From an optimization exercise on the open Yosys and OpenROAD flow, aimed at small area; shortcuts taken in it are not production practice. The RTL was checked by simulation tests, not by an equivalence proof against the original design. Power and IR drop assume default switching activity.

==> design.v <==
module fsm
(
    input clk, reset,
    input start,
    input pfinish,
    input stop,
    output logic enable,
    output logic wr,
    output logic view,
    output logic last,
    output logic [3:0] nint,
    output logic [9:0] sel
);
    logic pf_ff, st_ff;
    always_ff @(posedge clk)
    begin
        pf_ff <= pfinish;
        st_ff <= stop;
    end
    wire pe = pfinish & ~pf_ff;
    wire se = stop & ~st_ff;
    logic run;
    logic [3:0] cnt;
    assign enable = run & ~view;
    wire fin = se | (pe & nint[3] & nint[0]);   
    assign last = (cnt == nint);
    wire go = ~view & (run | start);
    wire inter = go & pe & ~(run & fin);
    always_ff @(posedge clk, posedge reset)
        if (reset)
        begin
            run <= 1'b0;
            view <= 1'b0;
            nint <= '0;
            cnt <= '0;
        end
        else
        begin
            if (view)
            begin
                run <= ~run & (pe | se);
                if (~run)
                begin
                    if (pe)
                        cnt <= last ? 4'd0 : cnt + 4'd1;
                    else if (se)
                        cnt <= (cnt == 4'd0) ? nint : cnt - 4'd1;
                end
            end
            else
            begin
                if (run | start)
                    run <= ~fin | ~run;
                if (run & fin)
                    view <= 1'b1;
                if (wr)
                    cnt <= cnt + 4'd1;
                if (inter)
                    nint <= nint + 4'd1;
            end
        end
    always_ff @(posedge clk, posedge reset)
        if (reset)
            wr <= 1'b0;
        else
            wr <= inter;
    assign sel[0] = ~cnt[3] & ~cnt[2] & ~cnt[1] & ~cnt[0];
    assign sel[1] = ~cnt[3] & ~cnt[2] & ~cnt[1] & cnt[0];
    assign sel[2] = ~cnt[2] & cnt[1] & ~cnt[0];
    assign sel[3] = ~cnt[2] & cnt[1] & cnt[0];
    assign sel[4] = cnt[2] & ~cnt[1] & ~cnt[0];
    assign sel[5] = cnt[2] & ~cnt[1] & cnt[0];
    assign sel[6] = cnt[2] & cnt[1] & ~cnt[0];
    assign sel[7] = cnt[2] & cnt[1] & cnt[0];
    assign sel[8] = cnt[3] & ~cnt[0];
    assign sel[9] = cnt[3] & cnt[0];
endmodule
module counter100
(
    input logic clk, reset, inc,
    output logic [6:0] c
);
    function automatic [3:0] inc9(input [3:0] d);
        inc9 = {(d[3] & ~d[0]) | (d[2] & d[1] & d[0]),
                d[2] ^ (d[1] & d[0]),
                ~d[3] & (d[1] ^ d[0]),
                ~d[0]};
    endfunction
    always_ff @(posedge clk, posedge reset)
        if (reset)
            c <= '0;
        else if (inc)
        begin
            if (~c[6])
            begin
                if (c[2:0] == 3'd7)
                    c <= {3'b100, c[5:3], 1'b0};
                else
                    c[2:0] <= c[2:0] + 3'd1;
            end
            else if (~c[5])
            begin
                if (~c[0])
                    c[0] <= 1'b1;
                else if (c[3:1] == 3'd7)
                    c <= 7'b1100000;
                else
                    c <= {1'b0, c[3:1] + 3'd1, 3'b000};
            end
            else
            begin
                if (~(c[3] & c[0]))
                    c[3:0] <= inc9(c[3:0]);
                else if (~c[4])
                    c <= 7'b1110000;
                else
                    c <= 7'b0000000;
            end
        end
endmodule
module counter60
(
    input logic clk, reset, inc,
    output logic [5:0] c
);
    wire [2:0] t = c[3:1];
    always_ff @(posedge clk, posedge reset)
        if (reset)
            c <= '0;
        else if (inc)
        begin
            if (~(c[5] & c[4]))
            begin
                if (c[2:0] == 3'd7)
                    c <= {2'b11, c[5:3], 1'b0};
                else
                    c[2:0] <= c[2:0] + 3'd1;
            end
            else if (~c[0])
                c[0] <= 1'b1;
            else
                c <= {(t[1] & t[0]) | (t[2] & ~t[0]), ~t[2] & (t[1] ^ t[0]), ~t[0], 3'b000};
        end
endmodule
module dec7
(
    input [6:0] c,
    output logic [3:0] a, b
);
    always_comb
        if (~c[6])
            {a, b} = {1'b0, c[5:3], 1'b0, c[2:0]};
        else if (c[5])
            {a, b} = {3'b100, c[4], c[3:0]};
        else
            {a, b} = {1'b0, c[3:1], 3'b100, c[0]};
endmodule
module counters
(
    input logic clk,
    input logic tick,
    input logic reset,
    input logic enable,
    output logic [18:0] code
);
    logic [6:0] h;
    logic [5:0] s, m;
    wire c0 = enable & tick;
    wire c1 = c0 & h[6] & h[5] & h[4] & h[3] & h[0];
    wire c2 = c1 & s[5] & s[4] & s[3] & s[1] & s[0];
    counter100 ch (.clk(clk), .reset(reset), .inc(c0), .c(h));
    counter60 cs (.clk(clk), .reset(reset), .inc(c1), .c(s));
    counter60 cm (.clk(clk), .reset(reset), .inc(c2), .c(m));
    assign code = {m, s, h};
endmodule
module clk_div
(
    input logic clk, enable,
    output logic tick
);
    logic [3:0] d;
    assign tick = d[3] & d[1];
    always_ff @(posedge clk)
        d <= ~enable ? 4'd0 : tick ? 4'd1 : d + 4'd1;
endmodule
module blinkgen
(
    input clk,
    input reset,
    output logic blink
);
    logic [6:0] s;
    wire z = (s[5:0] == 6'd0);
    always_ff @(posedge clk, posedge reset)
        if (reset)
        begin
            s <= '0;
            blink <= 1'b0;
        end
        else
        begin
            s <= {s[5:0], s[6] ^ s[5] ^ z};
            if (z & s[6])
                blink <= ~blink;
        end
endmodule
module res_mem
(
    input clk,
    input [9:0] sel,
    input [18:0] wrdata,
    input we,
    input rdmem,
    output logic [18:0] rddata
);
    logic [18:0] data [0:8];
    always_ff @(posedge clk)
        for (int i = 0; i < 9; i++)
            if (we && sel[i])
                data[i] <= wrdata;
    always_comb
    begin
        rddata = rdmem ? 19'd0 : wrdata;
        for (int j = 0; j < 9; j++)
            rddata = rddata | ({19{rdmem & sel[j]}} & data[j]);
    end
endmodule
module view_led
(
    input [3:0] nint,
    input [9:0] sel,
    input blink,
    input view,
    output logic [9:0] led
);
    genvar i;
    generate
        for (i = 0; i < 10; i++)
        begin: ledassign
            assign led[i] = ((nint > i) | (view & (nint == i))) & ~(view & sel[i] & ~blink);
        end
    endgenerate
endmodule
module dig2seg
(
    input logic [3:0] dig,
    output logic [6:0] seg
);
    wire A = dig[3], B = dig[2], C = dig[1], D = dig[0];
    assign seg[0] = ~(A | C | (B & D) | (~B & ~D));
    assign seg[1] = ~(~B | (~C & ~D) | (C & D));
    assign seg[2] = ~(B | ~C | D);
    assign seg[3] = ~(A | (~B & ~D) | (~B & C) | (C & ~D) | (B & ~C & D));
    assign seg[4] = ~((~B & ~D) | (C & ~D));
    assign seg[5] = ~(A | (~C & ~D) | (B & ~C) | (B & ~D));
    assign seg[6] = ~(A | (~B & C) | (B & ~C) | (C & ~D));
endmodule
module seg60
(
    input [5:0] c,
    output logic [13:0] s
);
    always_comb
        case (c)
            6'd0: s = 14'd8256;
            6'd1: s = 14'd8313;
            6'd2: s = 14'd8228;
            6'd3: s = 14'd8240;
            6'd4: s = 14'd8217;
            6'd5: s = 14'd8210;
            6'd6: s = 14'd8194;
            6'd7: s = 14'd8312;
            6'd8: s = 14'd15552;
            6'd9: s = 14'd15609;
            6'd10: s = 14'd15524;
            6'd11: s = 14'd15536;
            6'd12: s = 14'd15513;
            6'd13: s = 14'd15506;
            6'd14: s = 14'd15490;
            6'd15: s = 14'd15608;
            6'd16: s = 14'd4672;
            6'd17: s = 14'd4729;
            6'd18: s = 14'd4644;
            6'd19: s = 14'd4656;
            6'd20: s = 14'd4633;
            6'd21: s = 14'd4626;
            6'd22: s = 14'd4610;
            6'd23: s = 14'd4728;
            6'd24: s = 14'd6208;
            6'd25: s = 14'd6265;
            6'd26: s = 14'd6180;
            6'd27: s = 14'd6192;
            6'd28: s = 14'd6169;
            6'd29: s = 14'd6162;
            6'd30: s = 14'd6146;
            6'd31: s = 14'd6264;
            6'd32: s = 14'd3264;
            6'd33: s = 14'd3321;
            6'd34: s = 14'd3236;
            6'd35: s = 14'd3248;
            6'd36: s = 14'd3225;
            6'd37: s = 14'd3218;
            6'd38: s = 14'd3202;
            6'd39: s = 14'd3320;
            6'd40: s = 14'd2368;
            6'd41: s = 14'd2425;
            6'd42: s = 14'd2340;
            6'd43: s = 14'd2352;
            6'd44: s = 14'd2329;
            6'd45: s = 14'd2322;
            6'd46: s = 14'd2306;
            6'd47: s = 14'd2424;
            6'd48: s = 14'd8192;
            6'd49: s = 14'd8208;
            6'd50: s = 14'd15488;
            6'd51: s = 14'd15504;
            6'd52: s = 14'd4608;
            6'd53: s = 14'd4624;
            6'd54: s = 14'd6144;
            6'd55: s = 14'd6160;
            6'd56: s = 14'd3200;
            6'd57: s = 14'd3216;
            6'd58: s = 14'd2304;
            6'd59: s = 14'd2320;
            6'd60: s = 14'd3200;
            6'd61: s = 14'd3216;
            6'd62: s = 14'd2304;
            6'd63: s = 14'd2320;
        endcase
endmodule
module display
(
    input logic [18:0] code,
    output logic [6:0] hex0,
    output logic [6:0] hex1,
    output logic [6:0] hex2,
    output logic [6:0] hex3,
    output logic [6:0] hex4,
    output logic [6:0] hex5
);
    logic [3:0] h0, h1;
    dec7 dh (.c(code[6:0]), .a(h1), .b(h0));
    dig2seg ds1 (.dig(h0), .seg(hex0));
    dig2seg ds2 (.dig(h1), .seg(hex1));
    seg60 ss (.c(code[12:7]), .s({hex3, hex2}));
    seg60 sm (.c(code[18:13]), .s({hex5, hex4}));
endmodule
module stopwatch
(
    input clk,
    input reset,
    input start,
    input pfinish,
    input stop,
    output [6:0] hex0,
    output [6:0] hex1,
    output [6:0] hex2,
    output [6:0] hex3,
    output [6:0] hex4,
    output [6:0] hex5,
    output [9:0] led
);
    logic enable, wr, view, last, blink, tick;
    logic [3:0] nint;
    logic [9:0] sel;
    logic [18:0] code, rcode;
    fsm fsm
    (
        .clk(clk),
        .reset(reset),
        .start(start),
        .pfinish(pfinish),
        .stop(stop),
        .enable(enable),
        .wr(wr),
        .view(view),
        .last(last),
        .nint(nint),
        .sel(sel)
    );
    blinkgen bl (.clk(clk), .reset(reset), .blink(blink));
    view_led vl (.nint(nint), .sel(sel), .blink(blink), .view(view), .led(led));
    clk_div cdiv (.clk(clk), .enable(enable), .tick(tick));
    counters c (.clk(clk), .tick(tick), .reset(reset), .enable(enable), .code(code));
    res_mem rm (.clk(clk), .sel(sel), .wrdata(code), .we(wr), .rdmem(view & ~last), .rddata(rcode));
    display d (.code(rcode), .hex0(hex0), .hex1(hex1), .hex2(hex2), .hex3(hex3), .hex4(hex4), .hex5(hex5));
endmodule
==> flow/run.sh <==
#!/bin/bash
# Standard ORFS layout with area-oriented knobs:
#  - synthesis: the standard flow's synthesis script with the combinational mapping done by
#    an area-oriented ABC script (flow/area.abc) and no adder extraction;
#    registers are mapped exactly as in the standard synthesis
#  - small port buffers, small clock buffers without dummy loads
# Each tool's output goes to the ORFS logs under orfs/logs; make's output to flow.log.
set -euo pipefail
W=$(pwd)
export AREA_ABC_SCRIPT=$W/flow/area.abc
bash standard.sh \
  SYNTH_SCRIPT=$W/flow/mysynth.tcl \
  ADDER_MAP_FILE= \
  'BUFFER_PORTS_ARGS=-buffer_cell sky130_fd_sc_hd__buf_1' \
  'CTS_ARGS=-sink_clustering_enable -repair_clock_nets -dont_use_dummy_load -buf_list sky130_fd_sc_hd__clkbuf_8 -sink_clustering_size 18 -sink_clustering_max_diameter 60' \
  "DONT_USE_CELLS=sky130_fd_sc_hd__probe_p_8 sky130_fd_sc_hd__probec_p_8 sky130_fd_sc_hd__lpflow_bleeder_1 sky130_fd_sc_hd__lpflow_clkbufkapwr_1 sky130_fd_sc_hd__lpflow_clkbufkapwr_16 sky130_fd_sc_hd__lpflow_clkbufkapwr_2 sky130_fd_sc_hd__lpflow_clkbufkapwr_4 sky130_fd_sc_hd__lpflow_clkbufkapwr_8 sky130_fd_sc_hd__lpflow_clkinvkapwr_1 sky130_fd_sc_hd__lpflow_clkinvkapwr_16 sky130_fd_sc_hd__lpflow_clkinvkapwr_2 sky130_fd_sc_hd__lpflow_clkinvkapwr_4 sky130_fd_sc_hd__lpflow_clkinvkapwr_8 sky130_fd_sc_hd__lpflow_decapkapwr_12 sky130_fd_sc_hd__lpflow_decapkapwr_3 sky130_fd_sc_hd__lpflow_decapkapwr_4 sky130_fd_sc_hd__lpflow_decapkapwr_6 sky130_fd_sc_hd__lpflow_decapkapwr_8 sky130_fd_sc_hd__lpflow_inputiso0n_1 sky130_fd_sc_hd__lpflow_inputiso0p_1 sky130_fd_sc_hd__lpflow_inputiso1n_1 sky130_fd_sc_hd__lpflow_inputiso1p_1 sky130_fd_sc_hd__lpflow_inputisolatch_1 sky130_fd_sc_hd__lpflow_isobufsrc_1 sky130_fd_sc_hd__lpflow_isobufsrc_16 sky130_fd_sc_hd__lpflow_isobufsrc_2 sky130_fd_sc_hd__lpflow_isobufsrc_4 sky130_fd_sc_hd__lpflow_isobufsrc_8 sky130_fd_sc_hd__lpflow_isobufsrckapwr_16 sky130_fd_sc_hd__lpflow_lsbuf_lh_hl_isowell_tap_1 sky130_fd_sc_hd__lpflow_lsbuf_lh_hl_isowell_tap_2 sky130_fd_sc_hd__lpflow_lsbuf_lh_hl_isowell_tap_4 sky130_fd_sc_hd__lpflow_lsbuf_lh_isowell_4 sky130_fd_sc_hd__lpflow_lsbuf_lh_isowell_tap_1 sky130_fd_sc_hd__lpflow_lsbuf_lh_isowell_tap_2 sky130_fd_sc_hd__lpflow_lsbuf_lh_isowell_tap_4 sky130_fd_sc_hd__buf_4 sky130_fd_sc_hd__buf_6 sky130_fd_sc_hd__buf_8 sky130_fd_sc_hd__buf_12 sky130_fd_sc_hd__buf_16" \
  'MIN_BUF_CELL_AND_PORTS=sky130_fd_sc_hd__buf_2 A X' \
  finish > flow.log 2>&1
==> flow/area.abc <==
strash
&get -n
&deepsyn -T 30
&dch -f
&nf -R 1000
&put
==> flow/mysynth.tcl <==
proc synth {args} { yosys synth -nofsm -noshare {*}$args }
# map the combinational logic with an area-oriented ABC script
proc abc {args} {
  set i [lsearch -exact $args -script]
  if {$i >= 0} { lset args [expr {$i + 1}] $::env(AREA_ABC_SCRIPT) }
  set j [lsearch -exact $args -D]
  if {$j >= 0} { set args [lreplace $args $j [expr {$j + 1}]] }
  yosys abc {*}$args
}
source $::env(SCRIPTS_DIR)/synth.tcl
# left out here: clear keep_hierarchy, flatten, clean up, hide names made inside functions, write 1_2_yosys.v
==> standard.sh <==
#!/bin/bash
# synth_recipe.tcl (not shown) runs the flow's synth.tcl, then flattens the netlist and writes it again
# the make line also repeats each setting of config.mk as NAME=value (left out here)
make -C /OpenROAD-flow-scripts/flow DESIGN_CONFIG=/design/flow/config.mk WORK_HOME=/design/flow/orfs CLKGATE_MAP_FILE= SYNTH_SCRIPT=/design/flow/synth_recipe.tcl "${@:-finish}"
==> config.mk <==
export PLATFORM = sky130hd
export DESIGN_NAME = stopwatch
export DESIGN_NICKNAME = stopwatch
export VERILOG_FILES = /design/flow/design.v
export SDC_FILE = /design/flow/constraint.sdc
export NUM_CORES = 4
export LEC_CHECK = 0
export CAP_MARGIN = 20
export CORE_MARGIN = 2
export CORE_UTILIZATION = 65
export SLEW_MARGIN = 20
==> constraint.sdc <==
create_clock -name core_clock -period 10.0 [get_ports {clk}]
set_input_delay 2.0000 -clock core_clock [delete_from_list [all_inputs] [get_ports {clk}]]
set_output_delay 2.0000 -clock core_clock [all_outputs]
set_load 0.01 [all_outputs]
==> results of run 1 <==
how the worst max path moves through the flow:
stage	start	to	slack, ns	cells after the start
6_report	fsm.cnt[1]$_DFFE_PP0P_	hex1[1]	2.43	18
3_3_place_gp	fsm.nint[0]$_DFFE_PP0P_	hex1[1]	3.25	15
3_5_place_dp	fsm.nint[0]$_DFFE_PP0P_	hex1[1]	3.10	18
5_1_grt	fsm.nint[0]$_DFFE_PP0P_	hex1[1]	2.04	18
4_1_cts	fsm.cnt[1]$_DFFE_PP0P_	hex1[1]	2.55	18
2_1_floorplan	fsm.nint[0]$_DFFE_PP0P_	hex1[1]	3.99	16
kinds of logic (layout without fill, tap and decap cells):
group	Yosys count	in the layout	synth area share [%]
AND/OR/NAND/NOR	223	223	12.7
AO/OA/AOI/OAI	157	157	13.6
XOR/XNOR	11	11	1.11
buffers and inverters	17	105	0.767
flip-flops	215	215	71.7
multiplexers	1	1	0.116
registers in the layout, indices dropped and copies added (netlist names):
| register | count |
|---|---|
| fsm.cnt | 4 |
| fsm.run | 1 |
| c.ch.c | 7 |
| fsm.pf_ff | 1 |
| fsm.nint | 4 |
| bl.blink | 1 |
| c.cm.c | 6 |
| fsm.wr | 1 |
| fsm.st_ff | 1 |
| rm.data | 171 |
| cdiv.d | 4 |
| fsm.view | 1 |
| c.cs.c | 6 |
| bl.s | 7 |
power by group through the flow:
stage / clock (mW) / combinational (mW) / sequential (mW)
final: 0.389 / 1.50 / 1.05
after global routing: 0.428 / 1.64 / 1.06
after CTS: 0.394 / 1.49 / 1.05
after detailed placement: 0 / 1.48 / 1.07
after global placement: 0 / 1.44 / 1.06
after floorplan: 0 / 1.01 / 1.05
stage by stage:
step	worst slack [ns]	total power, mW	hold slack (ns)	instances
2_1_floorplan	3.99	2.06	0.346	624
3_3_place_gp	3.25	2.50	0.358	871
3_5_place_dp	3.10	2.55	0.358	872
4_1_cts	2.55	2.93	0.382	888
5_1_grt	2.04	3.13	0.394	888
6_report	2.43	2.94	0.382	888
per-layer routing:
| metal | routed length (µm) | global-route usage (%) | share of wire (%) | up-vias |
|---|---|---|---|---|
| met4 | 287 | 7.06 | 1.4 | 0 |
| met1 | 8030 | 40.8 | 40 | 2893 |
| met3 | 1800 | 4.07 | 9.1 | 28 |
| met5 | 0 | 0 | 0 | - |
| met2 | 9730 | 46.2 | 49 | 310 |
| li1 | - | - | - | 2647 |
worst register-to-register path: stages (launching register included):
cell                       delay, ns
sky130_fd_sc_hd__dfrtp_1        0.55
sky130_fd_sc_hd__nand2b_1       0.27
sky130_fd_sc_hd__nor2_1         0.21
sky130_fd_sc_hd__and2_0         0.40
sky130_fd_sc_hd__and3_1         0.38
sky130_fd_sc_hd__and4_1         0.25
sky130_fd_sc_hd__and4_1         0.38
sky130_fd_sc_hd__nand3_1        0.19
sky130_fd_sc_hd__o21ai_0        0.26
sky130_fd_sc_hd__nor2_1         0.06
sky130_fd_sc_hd__nor2_1         0.11
Yosys cell counts, drive strengths merged (13+ instances only):
cell type,count
edfxtp,171
nor2,77
a222oi,45
dfrtp,38
nand2,36
a21oi,35
and3,26
o21ai,20
clkinv,15
nand2b,15
nor3,14
nand3,13
final cells by class:
type | count | share of cell area (%)
Multi-Input combinational cell | 392 | 25.4
Sequential cell | 215 | 65.4
Tap cell | 176 | 2.32
Timing Repair Buffer | 74 | 3.98
Clock buffer | 16 | 2.32
Inverter | 15 | 0.593
==> results.json, run 1 <==
{
  "synth.avg_cell_area_um2": 13.9,
  "rr_endpoint": "c.cm.c[3]$_DFFE_PP0P_",
  "vias": 5878,
  "cp-end-kind": "output port",
  "ios": 57,
  "drive_above_1_share_pct": 3.65,
  "core_ar_um2": 13100,
  "cell_internal_pwr_mw": 1.66,
  "yosysUniqueCellTypes": 43,
  "totalNegativeSetupSlack_ns": 0,
  "syn_to_final_growth_pct": 9.72,
  "finalSetupViolCount": 0,
  "pwr_dens_nw_per_um2": 310,
  "finalWeightedCongestion": 0.934,
  "timing.critical_path.required_ns": 8.00,
  "timing.critical_path.max_delay_family": "simple AND/OR/NAND/NOR gates",
  "layout.cells.most_common": "sky130_fd_sc_hd__edfxtp_1",
  "groute.usage.overall_pct": 28.2,
  "clock_tree_from_tritoncts": "built",
  "seqPwrFrac_pct": 35.7,
  "vias_per_cell": 6.62,
  "finalHoldViolCount": 0,
  "worst_ep_arrival_time_ns": 5.57,
  "critical_path.max_fanout": 20,
  "ys_seq_elements": 215,
  "netlist.area_leader.share_pct": 59.4,
  "synth_largest_area_cell": "sky130_fd_sc_hd__edfxtp_1",
  "tcrit_tclk_final_pct": 75.7,
  "timing.critical_path.slowest_cell_delay_ns": 0.82,
  "cp_common_cell": "sky130_fd_sc_hd__nor2_1",
  "buffer_ports.inserted": 56,
  "outcome": "timing/DRC/antenna clean",
  "power_frac_clock_pct": 13.2,
  "vdd_drop_max_v": 0.000220,
  "drc": 0,
  "critical_path.startpoint_type": "flip-flop",
  "report.final.slew_viol_count": 0,
  "dpl_cell_area_um2": 9270,
  "min_path_type": "reg -> reg",
  "worst_pin_slew_ns": 1.05,
  "final_core_utilization_pct": 72.2,
  "crit_slowest_cell": "sky130_fd_sc_hd__dlygate4sd1_1",
  "netlist_top_cells_area": "sky130_fd_sc_hd__edfxtp_1, sky130_fd_sc_hd__dfrtp_1, sky130_fd_sc_hd__a222oi_1, sky130_fd_sc_hd__nor2_1, sky130_fd_sc_hd__a21oi_1",
  "regArea_um2": 6210,
  "final_net_count": 719,
  "max_freq_mhz": 132,
  "worst-r2r-setup-slack_ns": 6.87,
  "maxCapViolations": 0,
  "yosys_warnings": 9,
  "first_global_vias": 5574,
  "hold_bufs_inserted_after_cts": 0,
  "max-slew-margin-rel_pct": 30.0,
  "post_synthesis_sequential_area_ratio_pct": 71.7,
  "finalInstanceArea_um2": 9490,
  "detail_route.iter0.violations": 908,
  "synth_edf_count": 171,
  "cts_htree_levels": 1,
  "route.final.wire_length_um": 19800,
  "clock-sinks": 215,
  "ant_nets": 0,
  "grt_setup_unrepaired": "false",
  "power.switching_mw": 1.28,
  "holdPathStages": 0,
  "cts_resized": 0,
  "synth.cell_area_um2": 8650,
  "global_route_wire_length_before_repair_um": 30300,
  "proportion_of_synthesized_flip_flops_having_asynchronous_set_or_reset_pct": 17.7,
  "netSwitchingFraction_pct": 43.4,
  "critical_path_class": "reg -> out",
  "final_cell_mix": "sky130_fd_sc_hd__edfxtp_1, sky130_fd_sc_hd__nor2_1, sky130_fd_sc_hd__buf_1, sky130_fd_sc_hd__a222oi_1, sky130_fd_sc_hd__dfrtp_1",
  "r2r_start": "fsm.view$_DFF_PP0_",
  "final_period_minus_worst_setup_slack_ns": 7.57,
  "overflow_left_after_global_routing": 0,
  "floorplan.initialDensity_pct": 65.8,
  "p_comb_share_pct": 51.0,
  "finClkSkew_ns": 0.0497,
  "initial_antenna_violation_count": 0,
  "numCtsBuffers": 16,
  "netlist_instances": 624,
  "multi_input_comb_area_um2": 2410,
  "grt_max_degree": 22,
  "clock-root-buffer": "sky130_fd_sc_hd__clkbuf_8",
  "cp.buffers_inverters": 2,
  "die_x_um": 119,
  "detail_route.wl_per_cell_um": 22.3,
  "worstPathCellList": "xnor2_1 -> nand4_1 -> nand2_1 -> or2_0 -> nor2_1 -> dlygate4sd1_1 -> a22oi_1 -> nand2_1 -> a21oi_1 -> and3_1 -> nand2b_1 -> mux2i_1 -> nor2_1 -> or2_0 -> nor3b_1 -> a21o_1 -> nor2_1 -> buf_1",
  "postSynth.topFlopCell": "sky130_fd_sc_hd__edfxtp_1",
  "nFillCells": 900,
  "worstHoldStart": "bl.s[2]$_DFF_PP0_",
  "num_rows": 42,
  "firstDrtPassIters": 8,
  "max-clock-path-buffers": 3,
  "n_antenna_cell": 0,
  "min_delay_worst_endpoint": "bl.s[3]$_DFF_PP0_",
  "clk_pin_slew_worst_paths_ns": 0.10,
  "die_h_um": 119,
  "cellLeakagePower_nw": 3.35,
  "rr_worst_depth": 10,
  "dp_hpwl_um": 12800,
  "postCtsSetupBuffers": 0,
  "design.die.area_um2": 14200,
  "net_count_after_synthesis": 629,
  "clock_latency_ns": 0.51
}
==> run 2: changes to the inputs <==
==> flow/run.sh (replaced) <==
#!/bin/bash
# Standard ORFS layout with area-oriented knobs:
#  - synthesis: the standard flow's synthesis script with the combinational mapping done by
#    an area-oriented ABC script (flow/area.abc) and no adder extraction;
#    registers are mapped exactly as in the standard synthesis
#  - small port buffers, small clock buffers without dummy loads
# Each tool's output goes to the ORFS logs under orfs/logs; make's output to flow.log.
set -euo pipefail
W=$(pwd)
export AREA_ABC_SCRIPT=$W/flow/area.abc
ARGS=(
  SYNTH_SCRIPT=$W/flow/mysynth.tcl
  ADDER_MAP_FILE=
  'BUFFER_PORTS_ARGS=-buffer_cell sky130_fd_sc_hd__buf_1'
  'CTS_ARGS=-sink_clustering_enable -repair_clock_nets -dont_use_dummy_load -buf_list sky130_fd_sc_hd__clkbuf_8 -sink_clustering_size 18 -sink_clustering_max_diameter 60'
)
bash standard.sh "${ARGS[@]}" floorplan > flow_floorplan.log 2>&1
ODB=$W/orfs/results/$FLOW_PLATFORM/stopwatch/base/2_floorplan.odb openroad -no_init -exit $W/flow/upsize.tcl > upsize.log 2>&1
bash standard.sh "${ARGS[@]}" finish > flow.log 2>&1
==> flow/upsize.tcl (new file) <==
# Before placement: give each single-strength gate that drives 12 or more pins
# its double-strength version, so that placement need not buffer those nets.
read_db $::env(ODB)
set db [ord::get_db]
set block [ord::get_db_block]
set count 0
foreach inst [$block getInsts] {
  set m [[$inst getMaster] getName]
  if {![regexp {^(sky130_fd_sc_hd__[a-z0-9]+)_1$} $m -> base]} { continue }
  if {[string match *df* $base] || [string match *clk* $base]} { continue }
  foreach it [$inst getITerms] {
    if {![$it isOutputSignal]} { continue }
    set net [$it getNet]
    if {$net eq "NULL"} { continue }
    set fanout [expr {[llength [$net getITerms]] - 1}]
    if {$fanout >= 12} {
      set new [$db findMaster ${base}_2]
      if {$new ne "NULL"} {
        puts "upsize [$inst getName] $m -> ${base}_2 (fanout $fanout)"
        $inst swapMaster $new
        incr count
      }
    }
  }
}
puts "upsized $count instances"
write_db $::env(ODB)
--- a/config.mk
+++ b/config.mk
@@ -9,3 +9,4 @@
 export CORE_MARGIN = 2
-export CORE_UTILIZATION = 65
+export CORE_UTILIZATION = 75
+export PLACE_DENSITY = 0.9
 export SLEW_MARGIN = 20
==> results.json, run 2 <==
{
  "outcome": "timing/DRC/antenna clean",
  "groute.usage.overall_pct": 32.1,
  "cts_resized": 0,
  "ys_seq_elements": 215,
  "cp-end-kind": "output port",
  "maxCapViolations": 0,
  "cellLeakagePower_nw": 3.24,
  "n_antenna_cell": 0,
  "worstPathCellList": "xnor2_1 -> nand4_1 -> nand2_2 -> or2_0 -> nor2_2 -> a22oi_1 -> nand2_1 -> a21oi_1 -> and3_1 -> nand2b_1 -> mux2i_1 -> nor2_1 -> or2_0 -> nor3b_1 -> a21o_1 -> nor2_1 -> buf_1",
  "power.switching_mw": 1.30,
  "yosysUniqueCellTypes": 43,
  "first_global_vias": 5839,
  "vias_per_cell": 7.10,
  "registers.top_by_ff_count": "rm.data",
  "final_period_minus_worst_setup_slack_ns": 7.29,
  "totalNegativeSetupSlack_ns": 0,
  "min_path_type": "reg -> reg",
  "rr_endpoint": "c.cm.c[3]$_DFFE_PP0P_",
  "top_cells_by_count_synth": "sky130_fd_sc_hd__edfxtp_1, sky130_fd_sc_hd__nor2_1, sky130_fd_sc_hd__a222oi_1",
  "synth.cell_area_um2": 8650,
  "hold_bufs_inserted_after_cts": 0,
  "final_cell_mix": "sky130_fd_sc_hd__edfxtp_1, sky130_fd_sc_hd__nor2_1, sky130_fd_sc_hd__buf_1, sky130_fd_sc_hd__a222oi_1, sky130_fd_sc_hd__dfrtp_1",
  "top_regs": "rm.data: 171 flops, bl.s: 7 flops, c.ch.c: 7 flops",
  "ant_nets": 0,
  "critical_path.max_fanout": 20,
  "postSynth.topFlopCell": "sky130_fd_sc_hd__edfxtp_1",
  "postCtsSetupBuffers": 0,
  "num_rows": 39,
  "drive_above_1_share_pct": 6.13,
  "detail_route.iter0.violations": 944,
  "r2r_start": "fsm.view$_DFF_PP0_",
  "worst_ep_arrival_time_ns": 5.29,
  "netlist_instances": 624,
  "netlist_top_cells_area": "sky130_fd_sc_hd__edfxtp_1, sky130_fd_sc_hd__dfrtp_1, sky130_fd_sc_hd__a222oi_1, sky130_fd_sc_hd__nor2_1, sky130_fd_sc_hd__a21oi_1",
  "finalSetupViolCount": 0,
  "pwr_dens_nw_per_um2": 316,
  "dp_hpwl_um": 12300,
  "die_x_um": 111,
  "clock_latency_ns": 0.50,
  "initial_antenna_violation_count": 0,
  "vdd_drop_max_v": 0.000285,
  "core_ar_um2": 11300,
  "floorplan.initialDensity_pct": 76.4,
  "numCtsBuffers": 16,
  "min_delay_worst_endpoint": "bl.s[3]$_DFF_PP0_",
  "placement.setup.worst_slack_ns": 3.37,
  "dpl_cell_area_um2": 9140,
  "yosys_warnings": 9,
  "clock-sinks": 215,
  "setup_ws_ns": 2.71,
  "worst_pin_slew_ns": 1.14,
  "max-clock-path-buffers": 3,
  "clock_tree_from_tritoncts": "built",
  "layout.cells.most_common": "sky130_fd_sc_hd__edfxtp_1",
  "ios": 57,
  "synth_most_common_cell": "sky130_fd_sc_hd__edfxtp_1",
  "holdPathStages": 0,
  "cell_internal_pwr_mw": 1.66,
  "overflow_left_after_global_routing": 0,
  "report.final.slew_viol_count": 0,
  "detail_route.wl_per_cell_um": 23.4,
  "syn_to_final_growth_pct": 8.34,
  "drc": 0,
  "finalHoldViolCount": 0,
  "power_frac_clock_pct": 13.2,
  "proportion_of_synthesized_flip_flops_having_asynchronous_set_or_reset_pct": 17.7,
  "worstHoldStart": "bl.s[2]$_DFF_PP0_",
  "final_net_count": 709,
  "timing.critical_path.slowest_cell_delay_ns": 0.81,
  "synth.avg_cell_area_um2": 13.9,
  "post_synthesis_sequential_area_ratio_pct": 71.7,
  "firstDrtPassIters": 9,
  "tcrit_tclk_final_pct": 72.9,
  "critical_path_class": "reg -> out",
  "crit_slowest_cell": "sky130_fd_sc_hd__nor2_2",
  "cts_htree_levels": 1,
  "finClkSkew_ns": 0.0572,
  "vias": 5996,
  "finalInstanceArea_um2": 9380,
  "clk_pin_slew_worst_paths_ns": 0.10,
  "clock-root-buffer": "sky130_fd_sc_hd__clkbuf_8",
  "finalWeightedCongestion": 0.927,
  "synth_edf_count": 171,
  "route.final.wire_length_um": 19700,
  "max_freq_mhz": 137,
  "grt_setup_unrepaired": "false",
  "largest_reg_flops": 171,
  "design.die.area_um2": 12400,
  "global_route_wire_length_before_repair_um": 30700,
  "critical_path.startpoint_type": "flip-flop",
  "max-slew-margin-rel_pct": 24.2,
  "netlist.area_leader.share_pct": 59.3,
  "p_comb_share_pct": 51.4,
  "synth_largest_area_cell": "sky130_fd_sc_hd__edfxtp_1",
  "die_h_um": 111,
  "seqPwrFrac_pct": 35.5,
  "buffer_ports.inserted": 56,
  "worst-r2r-setup-slack_ns": 6.85,
  "net_count_after_synthesis": 629,
  "netSwitchingFraction_pct": 44.0,
  "timing.critical_path.required_ns": 8.00,
  "grt_max_degree": 39,
  "rr_worst_depth": 10
}
==> run 2: worst max path at each step <==
stage | from | end | slack, ns
after floorplan | fsm.nint[0]$_DFFE_PP0P_ | hex1[1] | 3.99
final | fsm.nint[0]$_DFFE_PP0P_ | hex1[1] | 2.71
after global placement | fsm.nint[0]$_DFFE_PP0P_ | hex1[1] | 3.70
after detailed placement | fsm.nint[3]$_DFFE_PP0P_ | hex1[1] | 3.37
after CTS | fsm.nint[0]$_DFFE_PP0P_ | hex1[1] | 2.84
after global routing | fsm.nint[0]$_DFFE_PP0P_ | hex1[1] | 2.46
==> run 2: layer usage <==
layer	GRT usage, %	wire (µm)	vias to the layer above
met3	4.63	2200	57
li1	-	-	2627
met1	44.2	7080	2851
met4	14.1	630	0
met2	52.7	9840	461
met5	0	0	-
==> run 2: through the flow <==
stage | std cells | power (mW) | hold WS (ns) | utilization [%]
after floorplan | 624 | 2.07 | 0.346 | -
after global placement | 829 | 2.48 | 0.358 | 80.7
after detailed placement | 829 | 2.56 | 0.369 | 80.7
after CTS | 845 | 2.94 | 0.398 | 82.6
after global routing | 845 | 3.13 | 0.407 | 82.8
final | 845 | 2.96 | 0.392 | 82.8
==> run 2: cell type report <==
class,count,area [µm²]
timing repair buffer,64,270
tap,143,179
clock buffer,16,220
sequential,215,6210
inverter,15,56.3
fill,590,1940
multi-input combinational,392,2440
==> run 2: cell families after synthesis <==
kind of cell,count (synthesis),synth area share (%)
AOI/OAI and AO/OA,157,13.6
xor gates and xnor gates,11,1.11
buffers and inverters,17,0.824
DFF,215,71.7
muxes,1,0.116
and+or+nand+nor,223,12.7
==> run 2: critical path, delay by kind of cell (launching register included) <==
kind / cells / cell delay, ns
AO/OA/AOI/OAI: 3 / 0.47
XOR/XNOR: 1 / 0.18
buffers and inverters: 1 / 0.15
flip-flops: 1 / 0.52
multiplexers: 1 / 0.40
AND/OR/NAND/NOR: 11 / 3.07
==> run 2: power groups by stage <==
| stage | Sequential (mW) | Clock, mW | Combinational (mW) |
|---|---|---|---|
| after floorplan | 1.05 | 0 | 1.02 |
| after global placement | 1.06 | 0 | 1.42 |
| after detailed placement | 1.07 | 0 | 1.49 |
| after CTS | 1.05 | 0.389 | 1.50 |
| after global routing | 1.06 | 0.419 | 1.65 |
| final | 1.05 | 0.390 | 1.52 |

-- afterwards: timing with drivers on the ports --
The flow's constraints put no driver on any port. The routed layouts listed below were extracted and timed again, unchanged, in two steps. Step 1 sets driving cells, clkbuf_16 on the clock port and buf_2 on the other inputs (assumed; they add their load-dependent delay and slew). Step 2 times the ports against the registers' clock, not the clock port: input delays grow and output delays shrink by t, the midpoint of the rising clock arrivals with the driver on. Three values: ideal, step 1, step 2; two values: the first two.
run	shift t [ns]	setup WS [ns]	worst setup path after step 2	worst data-port slew with drivers (ns)
run 1	0.521	2.425 / 2.387 / 2.908	register to output	0.03
run 2	0.504	2.710 / 2.673 / 3.178	register to output	0.03
After both steps setup and hold are still met in every run listed.
